Background: an optimization exercise with open tools, aiming at small area. Do not read the settings as production practice.
Only simulation tests tie the RTL to the original design; equivalence was not proved.

==> flow/design.v, too long to show whole: its modules and the start of the top module <==
// module synth_engine: 1096 lines
module synth_engine(
    input clk,
    input rst_n,
    input audio_sync,
    input [4:0] out_gain,
    output [10:0] reg_addr,
    input [31:0] reg_rdata,
    output [10:0] ph_raddr,
    input [23:0] ph_rdata,
    output [10:0] ph_waddr,
    output [23:0] ph_wdata,
    output ph_we,
    output [15:0] out_data,
    output out_valid
    );
  // ...
==> flow/run.sh <==
#!/bin/bash
# synth_recipe.tcl (not shown) runs the flow's synth.tcl, then flattens the netlist and writes it again
# the make line also repeats each setting of config.mk as NAME=value (left out here)
make -C /OpenROAD-flow-scripts/flow DESIGN_CONFIG=/design/flow/config.mk WORK_HOME=/design/flow/orfs CLKGATE_MAP_FILE= SYNTH_SCRIPT=/design/flow/synth_recipe.tcl finish
==> flow/config.mk <==
export PLATFORM = sky130hd
export DESIGN_NAME = synth_engine
export DESIGN_NICKNAME = synth_engine
export VERILOG_FILES = /design/flow/design.v
export SDC_FILE = /design/flow/constraint.sdc
export NUM_CORES = 4
export LEC_CHECK = 0
export CAP_MARGIN = 0
export CORE_MARGIN = 2
export CORE_UTILIZATION = 65
export CTS_CLUSTER_DIAMETER = 80
export CTS_CLUSTER_SIZE = 30
export SLEW_MARGIN = 0
==> flow/constraint.sdc <==
create_clock -name core_clock -period 10.0 [get_ports {clk}]
set_input_delay 2.0000 -clock core_clock [delete_from_list [all_inputs] [get_ports {clk}]]
set_output_delay 2.0000 -clock core_clock [all_outputs]
set_load 0.01 [all_outputs]
==> run_results.csv, run 1 <==
group,metric,value,unit
outcome,status,"finished clean",
synthesis,ys_warn_count,1,
routing,first_iter_violations,2875,
floorplanning,fp.coreArea,65750,um^2
synthesis,syn_area,43170,um^2
final_layout,largest_reg_flops,41,
placement,dp_hpwl,84.30,mm
floorplanning,dieArea,68480,um^2
routing,wl_met2,51.01,mm
critical_path,worstPathArrival,9960,ps
routing,wl_met1,46.12,mm
synthesis,synth_top_family_by_area,"adder cells",
final_layout,final-nonclk-buf-share,5.188,%
global_routing,use_met1,40.65,%
critical_path,r2r_setup_slack,630,ps
job,max-cap-violations,0,
placement,routabilityCongestion,0.9546,
routing,drt_first_pass_iters,8,
clock_network,cts_tree,"built",
critical_path,critical-path-slowest-cell,"clkdlybuf4s50_1",
global_routing,grt_usage,31.20,%
final_layout,syn2layout_area_growth,9.389,%
sta,fin_crit_sh,94.48,%
routing,wl_met3,6.342,mm
critical_path,r2r_end,"z_5_q3[13]",
==> run 2, diff against run 1 <==
--- a/flow/design.v
+++ b/flow/design.v
@@ -41,28 +41,28 @@
     if (run & cnt_last) gain_out <= gain_frame;
 end
 assign reg_addr = cnt;
 assign ph_raddr = cnt;
 reg [21:0] pn1_q2;
 reg v_q2;
 reg signed [13:0] z_5_q3;
 reg signed [9:0] z_9_q4;
+reg pos_6_q4;
 reg pos_5_q4;
 reg pos_4_q3;
 reg pos_4_q4;
 reg pos_3_q3;
 reg pos_3_q4;
 reg pos_2_q3;
 reg pos_2_q4;
 reg pos_1_q3;
 reg pos_1_q4;
 reg pos_0_q3;
 reg pos_0_q4;
-reg pos_6_q4;
 reg pos_7_q4;
 reg pos_8_q4;
 reg signed [19:0] x_9_q5;
 reg signed [19:0] y_9_q5;
 reg pos_9_q5;
 reg pos_10_q5;
 reg pos_11_q5;
 reg signed [19:0] x_12_q6;
@@ -101,28 +101,28 @@
 reg last_q4;
 reg last_q5;
 reg last_q6;
 reg last_q7;
 always @(posedge clk) begin
     pn1_q2 <= pn1;
     z_5_q3 <= z_5;
     z_9_q4 <= z_9;
+    pos_6_q4 <= pos_6;
     pos_5_q4 <= pos_5;
     pos_4_q3 <= pos_4;
     pos_4_q4 <= pos_4_q3;
     pos_3_q3 <= pos_3;
     pos_3_q4 <= pos_3_q3;
     pos_2_q3 <= pos_2;
     pos_2_q4 <= pos_2_q3;
     pos_1_q3 <= pos_1;
     pos_1_q4 <= pos_1_q3;
     pos_0_q3 <= pos_0;
     pos_0_q4 <= pos_0_q3;
-    pos_6_q4 <= pos_6;
     pos_7_q4 <= pos_7;
     pos_8_q4 <= pos_8;
     x_9_q5 <= x_9;
     y_9_q5 <= y_9;
     pos_9_q5 <= pos_9;
     pos_10_q5 <= pos_10;
     pos_11_q5 <= pos_11;
     x_12_q6 <= x_12;
@@ -229,90 +229,150 @@
 wire signed [6:0] z_12 = z_11[6:0] + (pos_11 ? -7'sd41 : 7'sd41);
 wire pos_12 = ~z_12[6];
 wire signed [5:0] z_13 = z_12[5:0] + (pos_12 ? -6'sd20 : 6'sd20);
 wire pos_13 = ~z_13[5];
 wire signed [4:0] z_14 = z_13[4:0] + (pos_13 ? -5'sd10 : 5'sd10);
 wire pos_14 = ~z_14[4];
 wire signed [3:0] z_15 = z_14[3:0] + (pos_14 ? -4'sd5 : 4'sd5);
 wire pos_15 = ~z_15[3];
-reg signed [19:0] x_6, y_6;
+reg signed [19:0] x_7, y_7;
 always @(*) begin
-    case ({pos_5_q4, pos_4_q4, pos_3_q4, pos_2_q4, pos_1_q4, pos_0_q4})
-    6'd0: begin x_6 = -20'sd36898; y_6 = -20'sd259490; end
-    6'd1: begin x_6 = 20'sd259490; y_6 = -20'sd36895; end
-    6'd2: begin x_6 = 20'sd185453; y_6 = -20'sd185210; end
-    6'd3: begin x_6 = 20'sd185211; y_6 = 20'sd185457; end
-    6'd4: begin x_6 = 20'sd89557; y_6 = -20'sd246326; end
-    6'd5: begin x_6 = 20'sd246326; y_6 = 20'sd89559; end
-    6'd6: begin x_6 = 20'sd250795; y_6 = -20'sd76150; end
-    6'd7: begin x_6 = 20'sd76150; y_6 = 20'sd250797; end
-    6'd8: begin x_6 = 20'sd28111; y_6 = -20'sd260588; end
-    6'd9: begin x_6 = 20'sd260588; y_6 = 20'sd28114; end
-    6'd10: begin x_6 = 20'sd225339; y_6 = -20'sd133862; end
-    6'd11: begin x_6 = 20'sd133862; y_6 = 20'sd225341; end
-    6'd12: begin x_6 = 20'sd147436; y_6 = -20'sd216702; end
-    6'd13: begin x_6 = 20'sd216702; y_6 = 20'sd147436; end
-    6'd14: begin x_6 = 20'sd261824; y_6 = -20'sd12072; end
-    6'd15: begin x_6 = 20'sd12071; y_6 = 20'sd261824; end
-    6'd16: begin x_6 = -20'sd4300; y_6 = -20'sd262066; end
-    6'd17: begin x_6 = 20'sd262066; y_6 = -20'sd4299; end
-    6'd18: begin x_6 = 20'sd207072; y_6 = -20'sd160679; end
-    6'd19: begin x_6 = 20'sd160678; y_6 = 20'sd207074; end
-    6'd20: begin x_6 = 20'sd119532; y_6 = -20'sd233259; end
-    6'd21: begin x_6 = 20'sd233259; y_6 = 20'sd119532; end
-    6'd22: begin x_6 = 20'sd258326; y_6 = -20'sd44330; end
-    6'd23: begin x_6 = 20'sd44330; y_6 = 20'sd258326; end
-    6'd24: begin x_6 = 20'sd60341; y_6 = -20'sd255061; end
-    6'd25: begin x_6 = 20'sd255061; y_6 = 20'sd60342; end
-    6'd26: begin x_6 = 20'sd240254; y_6 = -20'sd104763; end
-    6'd27: begin x_6 = 20'sd104763; y_6 = 20'sd240254; end
-    6'd28: begin x_6 = 20'sd173273; y_6 = -20'sd196659; end
-    6'd29: begin x_6 = 20'sd196659; y_6 = 20'sd173271; end
-    6'd30: begin x_6 = 20'sd261290; y_6 = 20'sd20622; end
-    6'd31: begin x_6 = -20'sd20621; y_6 = 20'sd261288; end
-    6'd32: begin x_6 = -20'sd20622; y_6 = -20'sd261288; end
-    6'd33: begin x_6 = 20'sd261288; y_6 = -20'sd20621; end
-    6'd34: begin x_6 = 20'sd196657; y_6 = -20'sd173270; end
-    6'd35: begin x_6 = 20'sd173271; y_6 = 20'sd196659; end
-    6'd36: begin x_6 = 20'sd104763; y_6 = -20'sd240254; end
-    6'd37: begin x_6 = 20'sd240254; y_6 = 20'sd104763; end
-    6'd38: begin x_6 = 20'sd255061; y_6 = -20'sd60342; end
-    6'd39: begin x_6 = 20'sd60342; y_6 = 20'sd255061; end
-    6'd40: begin x_6 = 20'sd44329; y_6 = -20'sd258326; end
-    6'd41: begin x_6 = 20'sd258326; y_6 = 20'sd44330; end
-    6'd42: begin x_6 = 20'sd233259; y_6 = -20'sd119532; end
-    6'd43: begin x_6 = 20'sd119532; y_6 = 20'sd233259; end
-    6'd44: begin x_6 = 20'sd160680; y_6 = -20'sd207074; end
-    6'd45: begin x_6 = 20'sd207074; y_6 = 20'sd160678; end
-    6'd46: begin x_6 = 20'sd262068; y_6 = 20'sd4298; end
-    6'd47: begin x_6 = -20'sd4299; y_6 = 20'sd262066; end
-    6'd48: begin x_6 = 20'sd12072; y_6 = -20'sd261824; end
-    6'd49: begin x_6 = 20'sd261824; y_6 = 20'sd12071; end
-    6'd50: begin x_6 = 20'sd216702; y_6 = -20'sd147437; end
-    6'd51: begin x_6 = 20'sd147436; y_6 = 20'sd216702; end
-    6'd52: begin x_6 = 20'sd133864; y_6 = -20'sd225341; end
-    6'd53: begin x_6 = 20'sd225341; y_6 = 20'sd133862; end
-    6'd54: begin x_6 = 20'sd260590; y_6 = -20'sd28114; end
-    6'd55: begin x_6 = 20'sd28114; y_6 = 20'sd260588; end
-    6'd56: begin x_6 = 20'sd76151; y_6 = -20'sd250797; end
-    6'd57: begin x_6 = 20'sd250797; y_6 = 20'sd76150; end
-    6'd58: begin x_6 = 20'sd246328; y_6 = -20'sd89559; end
-    6'd59: begin x_6 = 20'sd89559; y_6 = 20'sd246326; end
-    6'd60: begin x_6 = 20'sd185215; y_6 = -20'sd185457; end
-    6'd61: begin x_6 = 20'sd185457; y_6 = 20'sd185211; end
-    6'd62: begin x_6 = 20'sd259494; y_6 = 20'sd36896; end
-    6'd63: begin x_6 = -20'sd36895; y_6 = 20'sd259490; end
-    default: begin x_6 = 20'sd0; y_6 = 20'sd0; end
+    case ({pos_6_q4, pos_5_q4, pos_4_q4, pos_3_q4, pos_2_q4, pos_1_q4, pos_0_q4})
+    7'd0: begin x_7 = -20'sd40953; y_7 = -20'sd258913; end
+    7'd1: begin x_7 = 20'sd258913; y_7 = -20'sd40949; end
+    7'd2: begin x_7 = 20'sd182559; y_7 = -20'sd188107; end
+    7'd3: begin x_7 = 20'sd188108; y_7 = 20'sd182564; end
+    7'd4: begin x_7 = 20'sd85708; y_7 = -20'sd247725; end
+    7'd5: begin x_7 = 20'sd247725; y_7 = 20'sd85711; end
+    7'd6: begin x_7 = 20'sd249605; y_7 = -20'sd80068; end
+    7'd7: begin x_7 = 20'sd80068; y_7 = 20'sd249608; end
+    7'd8: begin x_7 = 20'sd24039; y_7 = -20'sd261027; end
+    7'd9: begin x_7 = 20'sd261027; y_7 = 20'sd24043; end
+    7'd10: begin x_7 = 20'sd223247; y_7 = -20'sd137382; end
+    7'd11: begin x_7 = 20'sd137382; y_7 = 20'sd223250; end
+    7'd12: begin x_7 = 20'sd144050; y_7 = -20'sd219005; end
+    7'd13: begin x_7 = 20'sd219005; y_7 = 20'sd144051; end
+    7'd14: begin x_7 = 20'sd261635; y_7 = -20'sd16163; end
+    7'd15: begin x_7 = 20'sd16162; y_7 = 20'sd261636; end
+    7'd16: begin x_7 = -20'sd8395; y_7 = -20'sd261998; end
+    7'd17: begin x_7 = 20'sd261998; y_7 = -20'sd8393; end
+    7'd18: begin x_7 = 20'sd204561; y_7 = -20'sd163914; end
+    7'd19: begin x_7 = 20'sd163913; y_7 = 20'sd204564; end
+    7'd20: begin x_7 = 20'sd115887; y_7 = -20'sd235126; end
+    7'd21: begin x_7 = 20'sd235126; y_7 = 20'sd115888; end
+    7'd22: begin x_7 = 20'sd257633; y_7 = -20'sd48366; end
+    7'd23: begin x_7 = 20'sd48366; y_7 = 20'sd257634; end
+    7'd24: begin x_7 = 20'sd56355; y_7 = -20'sd256003; end
+    7'd25: begin x_7 = 20'sd256003; y_7 = 20'sd56357; end
+    7'd26: begin x_7 = 20'sd238617; y_7 = -20'sd108516; end
+    7'd27: begin x_7 = 20'sd108516; y_7 = 20'sd238618; end
+    7'd28: begin x_7 = 20'sd170200; y_7 = -20'sd199366; end
+    7'd29: begin x_7 = 20'sd199366; y_7 = 20'sd170199; end
+    7'd30: begin x_7 = 20'sd261612; y_7 = 20'sd16540; end
+    7'd31: begin x_7 = -20'sd16539; y_7 = 20'sd261611; end
+    7'd32: begin x_7 = -20'sd24705; y_7 = -20'sd260965; end
+    7'd33: begin x_7 = 20'sd260965; y_7 = -20'sd24703; end
+    7'd34: begin x_7 = 20'sd193949; y_7 = -20'sd176342; end
+    7'd35: begin x_7 = 20'sd176343; y_7 = 20'sd193952; end
+    7'd36: begin x_7 = 20'sd101009; y_7 = -20'sd241890; end
+    7'd37: begin x_7 = 20'sd241890; y_7 = 20'sd101010; end
+    7'd38: begin x_7 = 20'sd254118; y_7 = -20'sd64327; end
+    7'd39: begin x_7 = 20'sd64327; y_7 = 20'sd254119; end
+    7'd40: begin x_7 = 20'sd40292; y_7 = -20'sd259018; end
+    7'd41: begin x_7 = 20'sd259018; y_7 = 20'sd40294; end
+    7'd42: begin x_7 = 20'sd231391; y_7 = -20'sd123176; end
+    7'd43: begin x_7 = 20'sd123176; y_7 = 20'sd231392; end
+    7'd44: begin x_7 = 20'sd157444; y_7 = -20'sd209584; end
+    7'd45: begin x_7 = 20'sd209584; y_7 = 20'sd157443; end
+    7'd46: begin x_7 = 20'sd262135; y_7 = 20'sd204; end
+    7'd47: begin x_7 = -20'sd205; y_7 = 20'sd262134; end
+    7'd48: begin x_7 = 20'sd7981; y_7 = -20'sd262012; end
+    7'd49: begin x_7 = 20'sd262012; y_7 = 20'sd7980; end
+    7'd50: begin x_7 = 20'sd214398; y_7 = -20'sd150822; end
+    7'd51: begin x_7 = 20'sd150821; y_7 = 20'sd214399; end
+    7'd52: begin x_7 = 20'sd130343; y_7 = -20'sd227432; end
+    7'd53: begin x_7 = 20'sd227432; y_7 = 20'sd130342; end
+    7'd54: begin x_7 = 20'sd260150; y_7 = -20'sd32185; end
+    7'd55: begin x_7 = 20'sd32185; y_7 = 20'sd260149; end
+    7'd56: begin x_7 = 20'sd72232; y_7 = -20'sd251986; end
+    7'd57: begin x_7 = 20'sd251986; y_7 = 20'sd72232; end
+    7'd58: begin x_7 = 20'sd244928; y_7 = -20'sd93407; end
+    7'd59: begin x_7 = 20'sd93407; y_7 = 20'sd244927; end
+    7'd60: begin x_7 = 20'sd182317; y_7 = -20'sd188350; end
+    7'd61: begin x_7 = 20'sd188350; y_7 = 20'sd182314; end
+    7'd62: begin x_7 = 20'sd260070; y_7 = 20'sd32842; end
+    7'd63: begin x_7 = -20'sd32841; y_7 = 20'sd260067; end
+    7'd64: begin x_7 = -20'sd32843; y_7 = -20'sd260067; end
+    7'd65: begin x_7 = 20'sd260067; y_7 = -20'sd32841; end
+    7'd66: begin x_7 = 20'sd188347; y_7 = -20'sd182313; end
+    7'd67: begin x_7 = 20'sd182314; y_7 = 20'sd188350; end
+    7'd68: begin x_7 = 20'sd93406; y_7 = -20'sd244927; end
+    7'd69: begin x_7 = 20'sd244927; y_7 = 20'sd93407; end
+    7'd70: begin x_7 = 20'sd251985; y_7 = -20'sd72232; end
+    7'd71: begin x_7 = 20'sd72232; y_7 = 20'sd251986; end
+    7'd72: begin x_7 = 20'sd32183; y_7 = -20'sd260149; end
+    7'd73: begin x_7 = 20'sd260149; y_7 = 20'sd32185; end
+    7'd74: begin x_7 = 20'sd227431; y_7 = -20'sd130342; end
+    7'd75: begin x_7 = 20'sd130342; y_7 = 20'sd227432; end
+    7'd76: begin x_7 = 20'sd150822; y_7 = -20'sd214399; end
+    7'd77: begin x_7 = 20'sd214399; y_7 = 20'sd150821; end
+    7'd78: begin x_7 = 20'sd262013; y_7 = -20'sd7981; end
+    7'd79: begin x_7 = 20'sd7980; y_7 = 20'sd262012; end
+    7'd80: begin x_7 = -20'sd205; y_7 = -20'sd262134; end
+    7'd81: begin x_7 = 20'sd262134; y_7 = -20'sd205; end
+    7'd82: begin x_7 = 20'sd209583; y_7 = -20'sd157444; end
+    7'd83: begin x_7 = 20'sd157443; y_7 = 20'sd209584; end
+    7'd84: begin x_7 = 20'sd123177; y_7 = -20'sd231392; end
+    7'd85: begin x_7 = 20'sd231392; y_7 = 20'sd123176; end
+    7'd86: begin x_7 = 20'sd259019; y_7 = -20'sd40294; end
+    7'd87: begin x_7 = 20'sd40294; y_7 = 20'sd259018; end
+    7'd88: begin x_7 = 20'sd64327; y_7 = -20'sd254119; end
+    7'd89: begin x_7 = 20'sd254119; y_7 = 20'sd64327; end
+    7'd90: begin x_7 = 20'sd241891; y_7 = -20'sd101010; end
+    7'd91: begin x_7 = 20'sd101010; y_7 = 20'sd241890; end
+    7'd92: begin x_7 = 20'sd176346; y_7 = -20'sd193952; end
+    7'd93: begin x_7 = 20'sd193952; y_7 = 20'sd176343; end
+    7'd94: begin x_7 = 20'sd260968; y_7 = 20'sd24704; end
+    7'd95: begin x_7 = -20'sd24703; y_7 = 20'sd260965; end
+    7'd96: begin x_7 = -20'sd16539; y_7 = -20'sd261611; end
+    7'd97: begin x_7 = 20'sd261611; y_7 = -20'sd16539; end
+    7'd98: begin x_7 = 20'sd199365; y_7 = -20'sd170198; end
+    7'd99: begin x_7 = 20'sd170199; y_7 = 20'sd199366; end
+    7'd100: begin x_7 = 20'sd108517; y_7 = -20'sd238618; end
+    7'd101: begin x_7 = 20'sd238618; y_7 = 20'sd108516; end
+    7'd102: begin x_7 = 20'sd256004; y_7 = -20'sd56357; end
+    7'd103: begin x_7 = 20'sd56357; y_7 = 20'sd256003; end
+    7'd104: begin x_7 = 20'sd48366; y_7 = -20'sd257634; end
+    7'd105: begin x_7 = 20'sd257634; y_7 = 20'sd48366; end
+    7'd106: begin x_7 = 20'sd235127; y_7 = -20'sd115888; end
+    7'd107: begin x_7 = 20'sd115888; y_7 = 20'sd235126; end
+    7'd108: begin x_7 = 20'sd163916; y_7 = -20'sd204564; end
+    7'd109: begin x_7 = 20'sd204564; y_7 = 20'sd163913; end
+    7'd110: begin x_7 = 20'sd262001; y_7 = 20'sd8392; end
+    7'd111: begin x_7 = -20'sd8393; y_7 = 20'sd261998; end
+    7'd112: begin x_7 = 20'sd16163; y_7 = -20'sd261636; end
+    7'd113: begin x_7 = 20'sd261636; y_7 = 20'sd16162; end
+    7'd114: begin x_7 = 20'sd219006; y_7 = -20'sd144052; end
+    7'd115: begin x_7 = 20'sd144051; y_7 = 20'sd219005; end
+    7'd116: begin x_7 = 20'sd137385; y_7 = -20'sd223250; end
+    7'd117: begin x_7 = 20'sd223250; y_7 = 20'sd137382; end
+    7'd118: begin x_7 = 20'sd261030; y_7 = -20'sd24043; end
+    7'd119: begin x_7 = 20'sd24043; y_7 = 20'sd261027; end
+    7'd120: begin x_7 = 20'sd80070; y_7 = -20'sd249608; end
+    7'd121: begin x_7 = 20'sd249608; y_7 = 20'sd80068; end
+    7'd122: begin x_7 = 20'sd247728; y_7 = -20'sd85711; end
+    7'd123: begin x_7 = 20'sd85711; y_7 = 20'sd247725; end
+    7'd124: begin x_7 = 20'sd188113; y_7 = -20'sd182564; end
+    7'd125: begin x_7 = 20'sd182564; y_7 = 20'sd188108; end
+    7'd126: begin x_7 = 20'sd258918; y_7 = 20'sd40950; end
+    7'd127: begin x_7 = -20'sd40949; y_7 = 20'sd258913; end
+    default: begin x_7 = 20'sd0; y_7 = 20'sd0; end
     endcase
 end
-wire signed [19:0] ys_6 = y_6 >>> 6;
-wire signed [19:0] x_7 = x_6 + (ys_6 ^ {20{pos_6_q4}}) + {19'd0, pos_6_q4};
-wire signed [19:0] xs_6 = x_6 >>> 6;
-wire signed [19:0] y_7 = y_6 + (xs_6 ^ {20{~pos_6_q4}}) + {19'd0, ~pos_6_q4};
 wire signed [19:0] ys_7 = y_7 >>> 7;
 wire [18:0] xh_8 = x_7[19:1] + (ys_7[19:1] ^ {19{pos_7_q4}}) + {18'd0, pos_7_q4};
 wire signed [19:0] x_8 = {xh_8, 1'd0};
 wire signed [19:0] xs_7 = x_7 >>> 7;
 wire signed [19:0] y_8 = y_7 + (xs_7 ^ {20{~pos_7_q4}}) + {19'd0, ~pos_7_q4};
 wire signed [19:0] ys_8 = y_8 >>> 8;
 wire [18:0] xh_9 = x_8[19:1] + (ys_8[19:1] ^ {19{pos_8_q4}}) + {18'd0, pos_8_q4};
 wire signed [19:0] x_9 = {xh_9, 1'd0};
--- a/flow/config.mk
+++ b/flow/config.mk
@@ -6,8 +6,9 @@
 export NUM_CORES = 4
 export LEC_CHECK = 0
 export CAP_MARGIN = 0
 export CORE_MARGIN = 2
 export CORE_UTILIZATION = 65
 export CTS_CLUSTER_DIAMETER = 80
 export CTS_CLUSTER_SIZE = 30
 export SLEW_MARGIN = 0
+export SYNTH_MEMORY_MAX_BITS = 65536
==> run_results.csv, run 2 <==
group,metric,value,unit
synthesis,synth_edf_count,10,
global_routing,grt-ovfl-total,0,
routing,vias_per_cell,6.223,
critical_path,crit_path_end_kind,"register",
synthesis,synth_nets,6170,
final_layout,multiInputGateArea,33440,um^2
synthesis,syn_area,43580,um^2
global_routing,antenna_found_initial,6,
sta,finalSetupViolCount,0,
routing,highest_layer,"met5",
critical_path,critical-path-slowest-cell,"clkdlybuf4s50_1",
outcome,status,"finished clean",
sta,hold_viol,0,
job,max-cap-violations,0,
placement,port_buffers,136,
routing,routedWlPerCell,19.88,um
placement,placed_cells,6203,
routing,ant_nets,0,
routing,wirelength,124.5,mm
floorplanning,fp.coreArea,66100,um^2
synthesis,yosysSeqAreaShare,16.90,%
final_layout,final_cell_mix,"inv_1 (515), ha_1 (471), a21oi_1 (396)",
sta,max_slew_margin,9.293,%
synthesis,synthCells,5351,
critical_path,worstPathArrival,10010,ps
floorplanning,fp-row-count,94,
global_routing,grt_max_degree,70,
synthesis,netlist.area_leader.share,16.22,%
floorplanning,start_util,65.93,%
routing,first_iter_violations,3520,
sta,clock-skew-final,25.59,ps
placement,routabilityCongestion,1.085,
clock_network,htreeDepth,1,
clock_network,cts_inserted_buffers,26,
floorplanning,fp.dieH,262.9,um
synthesis,ys_warn_count,1,
critical_path,cp-start-kind,"input pin",
placement,dp_hpwl,93.13,mm
routing,wl_met2,57.55,mm
sta,tns,0,ps
synthesis,synth_seq_cells,363,
synthesis,synth.avg_cell_area,8.144,um^2
routing,wl_met3,10.36,mm
clock_network,cts_max_path_buffers,3,
synthesis,synth.top_cells.by_count,"inv_1 (515), ha_1 (471), a21oi_1 (399), nor2_1 (396), nand2_1 (386)",
final_layout,largest_register,"sum",
routing,drc,0,
floorplanning,dieArea,69130,um^2
clock_network,clock-root-buffer,"clkbuf_16",
synthesis,synth_top_area_cell,"dfxtp_1",
clock_network,cts_hold_buffers,0,
sta,fin_crit_sh,94.84,%
routing,wl_met1,49.98,mm
global_routing,grt_pass1_vias,38140,
clock_network,clock_latency,610,ps
floorplanning,die_w,262.9,um
clock_network,path_clk_slew,110,ps
final_layout,top_regs,"sum x41, pn1_q2 x22",
global_routing,grt_pass1_wl,200.1,mm
synthesis,ys_types,95,
floorplanning,ioPinCount,139,
clock_network,cts_tree,"built",
critical_path,worstSetupPathType,"input pin to register",
synthesis,synth_ff_type,"dfxtp_1",
clock_network,cts_sinks,363,
final_layout,final_nets,6196,
final_layout,final_common_cell,"inv_1",
synthesis,synthMostInstantiatedCell,"inv_1",
critical_path,critPathMaxStageDelay,610,ps
synthesis,synthTopCellsByArea,"dfxtp_1 (16%), ha_1 (14%), fa_1 (13%)",
sta,maxSlewViolCount,0,
final_layout,syn2layout_area_growth,7.893,%
final_layout,drive_gt1_share,4.411,%
routing,vias,38970,
sta,post-route-min-period,9484,ps
final_layout,seqCellArea,7382,um^2
sta,max_clock_freq,105.4,MHz
synthesis,synthArstFlopShare,0,%
sta,worstMarginPinSlew,1356,ps
final_layout,fillCellCount,5344,
critical_path,crit_required,10530,ps
routing,drt_first_pass_iters,7,
critical_path,path_max_fanout,4,
final_layout,largest_reg_flops,41,
worst_hold_path,hold_class,"register to register",
global_routing,grt_usage,35.52,%
final_layout,final_cells,6262,
==> run 2: changes by cell type after synthesis, moves of 13 or more <==
cell and change:
xnor2_1 -61, clkbuf_1 +58, nand2_1 +54, o21ai_0 +46, ha_1 -36, nor2_1 +34
a21oi_1 +24, a211oi_1 +15, o211ai_1 +15, xor2_1 +15, inv_1 +13
==> run 2: final cells by class <==
class | count | share of cell area (%)
diodes | 2 | 0.01064
clock buffers | 29 | 1.474
clock inverters | 18 | 0.8329
inverters | 521 | 4.165
multi-input cells | 4235 | 71.12
flip-flops and latches | 363 | 15.70
well taps | 864 | 2.299
repair buffers | 230 | 4.396
==> run 2: worst paths after layout <==
check | slack (ps) | to | from | cells after the start
hold / removal | 320 | g_q5[13] | g_q4[13] | 0
setup reg to reg | 730 | z_5_q3[13] | pn1_q2[9] | 35
hold reg to reg | 320 | g_q5[13] | g_q4[13] | 0
setup / recovery | 520 | pn1_q2[20] | reg_rdata[2] | 35
==> run 2: cell families (layout without fill, tap and decap cells) <==
group / after synthesis / in the layout / synth area share, %
adders and majority gates: 759 / 759 / 26.66
buffers and inverters: 753 / 798 / 6.626
xor gates and xnor gates: 522 / 522 / 10.75
and+or+nand+nor: 1489 / 1489 / 16.50
muxes: 94 / 94 / 2.374
DFF: 363 / 363 / 16.90
other: 0 / 2 / 0
AOI/OAI and AO/OA: 1371 / 1371 / 20.19
==> run 2: per-layer routing <==
layer / track usage, % / vias to the layer above
met1: 44.45 / 18380
li1: - / 18470
met2: 60.03 / 1641
met3: 6.569 / 467
met4: 15.24 / 8
met5: 0 / -
==> run 2: per-stage QoR <==
step,hold WS (ps),util (%),instance area [um^2],worst slack [ps]
after global routing,332.6,71.13,47020,-45.42
after CTS,313.3,70.88,46850,5.858
after global placement,309.9,69.22,45750,-36.05
after detailed placement,312.1,69.22,45750,-98.59
after floorplan,309.6,-,43580,259.1
final,318.3,71.13,47020,515.9
==> run 2: timing repair <==
action,CTS,global route
pin swaps,0,4
resized for setup,1,18
setup buffers,0,10
endpoints found under the setup margin,1,19
==> run 2: worst max-delay path: cells and delay by family <==
| kind | cells | cell delay (ps) |
|---|---|---|
| xor+xnor | 3 | 520 |
| simple gates | 5 | 860 |
| compound gates | 19 | 3960 |
| fa+ha+maj | 5 | 1950 |
| buf+inv | 3 | 700 |

## static timing again, ports no longer ideal
In the flow no input, the clock included, has a driving cell. The finished layouts below were timed again as built, in two steps.
Step 1 assumes that a clkbuf_16 drives the clock port and a buf_2 every other input.
Step 2, shift: input delay + t, output delay - t, t = (earliest + latest rising clock arrival at the registers) / 2. This alone moves slack from input paths to output paths.
a / b / c = ideal / step 1 / step 2; a / b = the first two.
| run | t (ns) | setup WS [ns] | worst setup path at the end | clock arrival spread, ns | cell pins on the clock port's net |
|---|---|---|---|---|---|
| run 1 | 0.679 | 0.552 / 0.601 / -0.078 | input to register | 0.036 / 0.036 | 1 |
| run 2 | 0.671 | 0.516 / 0.562 / -0.108 | input to register | 0.034 / 0.033 | 1 |
Met with ideal ports but missed after step 2: setup timing in run 1 and run 2. The setup slack of run 1, which loses most, moves by +0.049 ns with the drivers and by -0.630 ns with both steps.
